This is an optimization exercise on Yosys and OpenROAD, whose aim is a short achievable clock period and few clock cycles, not a production implementation. In this exercise RTL edits were held to simulation tests only and were not proved equivalent to the original. No activity file was given, so power comes from the tool's default toggle rates.

Setup of v9:
Design one_hz_cpu, start of the top module:
module one_hz_cpu (
    input  logic        clk,
    input  logic        rst,
    output logic [31:0] pc,
    input  logic [31:0] inst_rdata,
    output logic        inst_read,
    input  logic        inst_resp,
    output logic [31:0] data_address,
    input  logic [31:0] data_rdata,
    output logic [31:0] data_wdata,
    output logic        data_read,
    output logic        data_write,
    output logic [3:0]  data_mbe,
    input  logic        data_resp
);
For scale: roughly 260,000 um2 of cells after synthesis.
clock: 10.0 ns
lec_check: 0
abc_clock_period_in_ps: 3000
cap_margin: 20
core_margin: 2
core_utilization: 40
slew_margin: 20
synth_hierarchical: 1
standard.sh (not shown) runs the stock make flow with config.mk's settings and CLKGATE_MAP_FILE= SYNTH_SCRIPT=/design/flow/synth_recipe.tcl, a recipe that flattens the netlist after the stock synthesis.
==> flow/flow/run.sh <==
#!/bin/bash
set -euo pipefail
bash standard.sh SETUP_SLACK_MARGIN=8 TNS_END_PERCENT=5 finish > flow_make.log 2>&1
Testbench counts of v9, summed over its fixed seeds: cycles 166,997.
The inputs of v16 differ from those of v9 as listed below.
-- flow/design.v --
<<< v9, line 135
    logic [4:0]  m_rd;
    logic [31:0] m_res;
    logic [31:0] m_resn;         
    logic [31:0] m_res2;         
    logic [2:0]  m_f3;
    logic [1:0]  m_alo;
>>> v16, line 135
    logic [4:0]  m_rd;
    logic [31:0] m_res;
    logic [2:0]  m_f3;
    logic [1:0]  m_alo;
<<< v9, line 209
        end
    end
    logic [7:0]  tag_eff [64];
    logic [7:0]  fpc_tag1;
    logic [63:0] tm_mr, tm_d, tm_ln, tm_bt, tm_f0, tm_f1, tm_nx;
    assign fpc_tag1 = fpc[13:6] + 8'd1;
    always_comb begin
        for (int i = 0; i < 64; i++) begin
            tag_eff[i] = u_wdec[i] ? u_pc[13:6] : btb_tag[i];
            tm_mr[i] = tag_eff[i] == mr_target[13:6];
            tm_d[i]  = tag_eff[i] == d_target[13:6];
            tm_ln[i] = tag_eff[i] == link_d[13:6];
            tm_bt[i] = tag_eff[i] == b_tgt[13:6];
            tm_f0[i] = tag_eff[i] == fpc[13:6];
            tm_f1[i] = tag_eff[i] == fpc_tag1;
        end
        if (mr_redir)      tm_nx = tm_mr;
        else if (d_redir)  tm_nx = tm_d;
        else if (acc_i & b_pt)
            tm_nx = (b_typ == T_RET) ? tm_ln : tm_bt;
        else if (acc_i & (&fpc[5:0]))
            tm_nx = tm_f1;
        else
            tm_nx = tm_f0;
    end
    always_ff @(posedge clk) begin
        tm <= tm_nx;
    end
    always_ff @(posedge clk) begin
>>> v16, line 207
        end
    end
    logic [29:0] fpc_nxr;
    assign fpc_nxr = rst ? START : fpc_nx;
    always_ff @(posedge clk) begin
        for (int i = 0; i < 64; i++)
            tm[i] <= (u_wdec[i] ? u_pc[13:6] : btb_tag[i]) == fpc_nxr[13:6];
    end
    always_ff @(posedge clk) begin
<<< v9, line 401
    assign m_fwd_ok  = m_valid & m_wen & ~m_load;
    logic [31:0] r1, r2;
    assign m_res2 = ~m_resn;
    assign r1 = (rs1 == 5'd0) ? 32'd0 : (m_fwd_ok && m_rd == rs1) ? m_res2 :
                (w_we && w_rd == rs1) ? w_res :
                (l_we && l_rd == rs1) ? l_data : rf[rs1];
    assign r2 = (rs2 == 5'd0) ? 32'd0 : (m_fwd_ok && m_rd == rs2) ? m_res2 :
                (w_we && w_rd == rs2) ? w_res :
                (l_we && l_rd == rs2) ? l_data : rf[rs2];
>>> v16, line 379
    assign m_fwd_ok  = m_valid & m_wen & ~m_load;
    logic [31:0] r1, r2;
    assign r1 = (rs1 == 5'd0) ? 32'd0 : (m_fwd_ok && m_rd == rs1) ? m_res :
                (w_we && w_rd == rs1) ? w_res :
                (l_we && l_rd == rs1) ? l_data : rf[rs1];
    assign r2 = (rs2 == 5'd0) ? 32'd0 : (m_fwd_ok && m_rd == rs2) ? m_res :
                (w_we && w_rd == rs2) ? w_res :
                (l_we && l_rd == rs2) ? l_data : rf[rs2];
<<< v9, line 476
    assign a = ex_am ? m_res : ex_a;
    assign b = ex_bm ? m_res : ex_b;
    assign s = ex_sm ? m_res2 : ex_s;
    logic [31:0] sum, diff, alu_out;
    logic        slt, sltu;
>>> v16, line 453
    assign a = ex_am ? m_res : ex_a;
    assign b = ex_bm ? m_res : ex_b;
    assign s = ex_sm ? m_res : ex_s;
    logic [31:0] sum, diff, alu_out;
    logic        slt, sltu;
<<< v9, line 519
    logic        eq_rr, eq_mr, eq_rm, lu_rr, lu_mr, lu_rm, ls_rr, ls_mr, ls_rm;
    cmp32 cmp_rr (.a(ex_a), .b(ex_s), .ltu(lu_rr), .lts(ls_rr), .eq(eq_rr));
    cmp32 cmp_mr (.a(m_res2), .b(ex_s), .ltu(lu_mr), .lts(ls_mr), .eq(eq_mr));
    cmp32 cmp_rm (.a(ex_a), .b(m_res2), .ltu(lu_rm), .lts(ls_rm), .eq(eq_rm));
    assign eq   = ex_am ? (ex_sm ? 1'b1 : eq_mr) : (ex_sm ? eq_rm : eq_rr);
    assign bltu = ex_am ? (ex_sm ? 1'b0 : lu_mr) : (ex_sm ? lu_rm : lu_rr);
>>> v16, line 496
    logic        eq_rr, eq_mr, eq_rm, lu_rr, lu_mr, lu_rm, ls_rr, ls_mr, ls_rm;
    cmp32 cmp_rr (.a(ex_a), .b(ex_s), .ltu(lu_rr), .lts(ls_rr), .eq(eq_rr));
    cmp32 cmp_mr (.a(m_res), .b(ex_s), .ltu(lu_mr), .lts(ls_mr), .eq(eq_mr));
    cmp32 cmp_rm (.a(ex_a), .b(m_res), .ltu(lu_rm), .lts(ls_rm), .eq(eq_rm));
    assign eq   = ex_am ? (ex_sm ? 1'b1 : eq_mr) : (ex_sm ? eq_rm : eq_rr);
    assign bltu = ex_am ? (ex_sm ? 1'b0 : lu_mr) : (ex_sm ? lu_rm : lu_rr);
<<< v9, line 538
    logic jeq_r, jeq_m;
    assign jeq_r = ex_a == ex_jexp;
    assign jeq_m = m_res2 == ex_jexp;
    logic mispred;
    always_comb begin
>>> v16, line 515
    logic jeq_r, jeq_m;
    assign jeq_r = ex_a == ex_jexp;
    assign jeq_m = m_res == ex_jexp;
    logic mispred;
    always_comb begin
<<< v9, line 667
            m_rd         <= ex_rd;
            m_res        <= alu_out;
            m_resn       <= ~alu_out;
            m_f3         <= ex_f3;
            m_alo        <= alo;
>>> v16, line 644
            m_rd         <= ex_rd;
            m_res        <= alu_out;
            m_f3         <= ex_f3;
            m_alo        <= alo;
<<< v9, line 692
            w_load <= m_load;
            w_rd   <= m_rd;
            w_res  <= m_res2;
            w_f3   <= m_f3;
            w_alo  <= m_alo;
>>> v16, line 668
            w_load <= m_load;
            w_rd   <= m_rd;
            w_res  <= m_res;
            w_f3   <= m_f3;
            w_alo  <= m_alo;
Notes after the runs:
- Relative to v9, via count has increased by 6,631 in v16.
- The data arrival time of the critical path of v16 is lower than that of v9.
- A slowest cell on the critical path of sky130_fd_sc_hd__edfxtp_1 is what v9 shows, while sky130_fd_sc_hd__xor2_1 belongs to v16.
- v16 -> v9: smallest hold slack flat
- The multi-input combinational area share number comes out lower for v9 vs v16.
- For the share of total power in combinational logic, v16 came in 0.4 points higher than v9 did.
- Compared with v9, placement density in the core of v16 is higher.
- Compared to v9, v16 has critical path depth 11 lower.
- v16 vs. v9: total power after layout now smaller; first-pass GRT wire length now larger; cell area after layout now larger.
- Although v16 finished all stages, its layout failed final checks on capacitance limit, slew limit.
- Routed length on met2: v16 vs v9 down 2.4%
- For total of cells resized after clock tree synthesis, dividing the value from v9 by the value from v16 gives 0.820.
Testbench counts of v16, summed over its fixed seeds: cycles 166,997.

-- what the ideal ports hide --
The flow's constraints put no driver on any port. The routed layouts listed below were extracted and timed again, unchanged, in two steps.
Step 1 sets driving cells, clkbuf_16 on the clock port and buf_2 on the other inputs (assumed; they add their load-dependent delay and slew).
Step 2, shift: input delay + t, output delay - t, t = (earliest + latest rising clock arrival at the registers) / 2. This alone moves slack from input paths to output paths.
Three values: ideal, step 1, step 2; two values: the first two.
run	t, ns	slack for setup (ns)	worst setup path after step 2	worst register clock-pin slew, ns
v9	1.267	5.628 / 5.628 / 4.591	input to register	0.07 / 0.07
v16	1.255	5.712 / 5.712 / 4.851	input to register	0.07 / 0.07
For v9, which loses most, drivers alone change the setup slack by 0.000 ns; drivers and shift together by -1.037 ns.
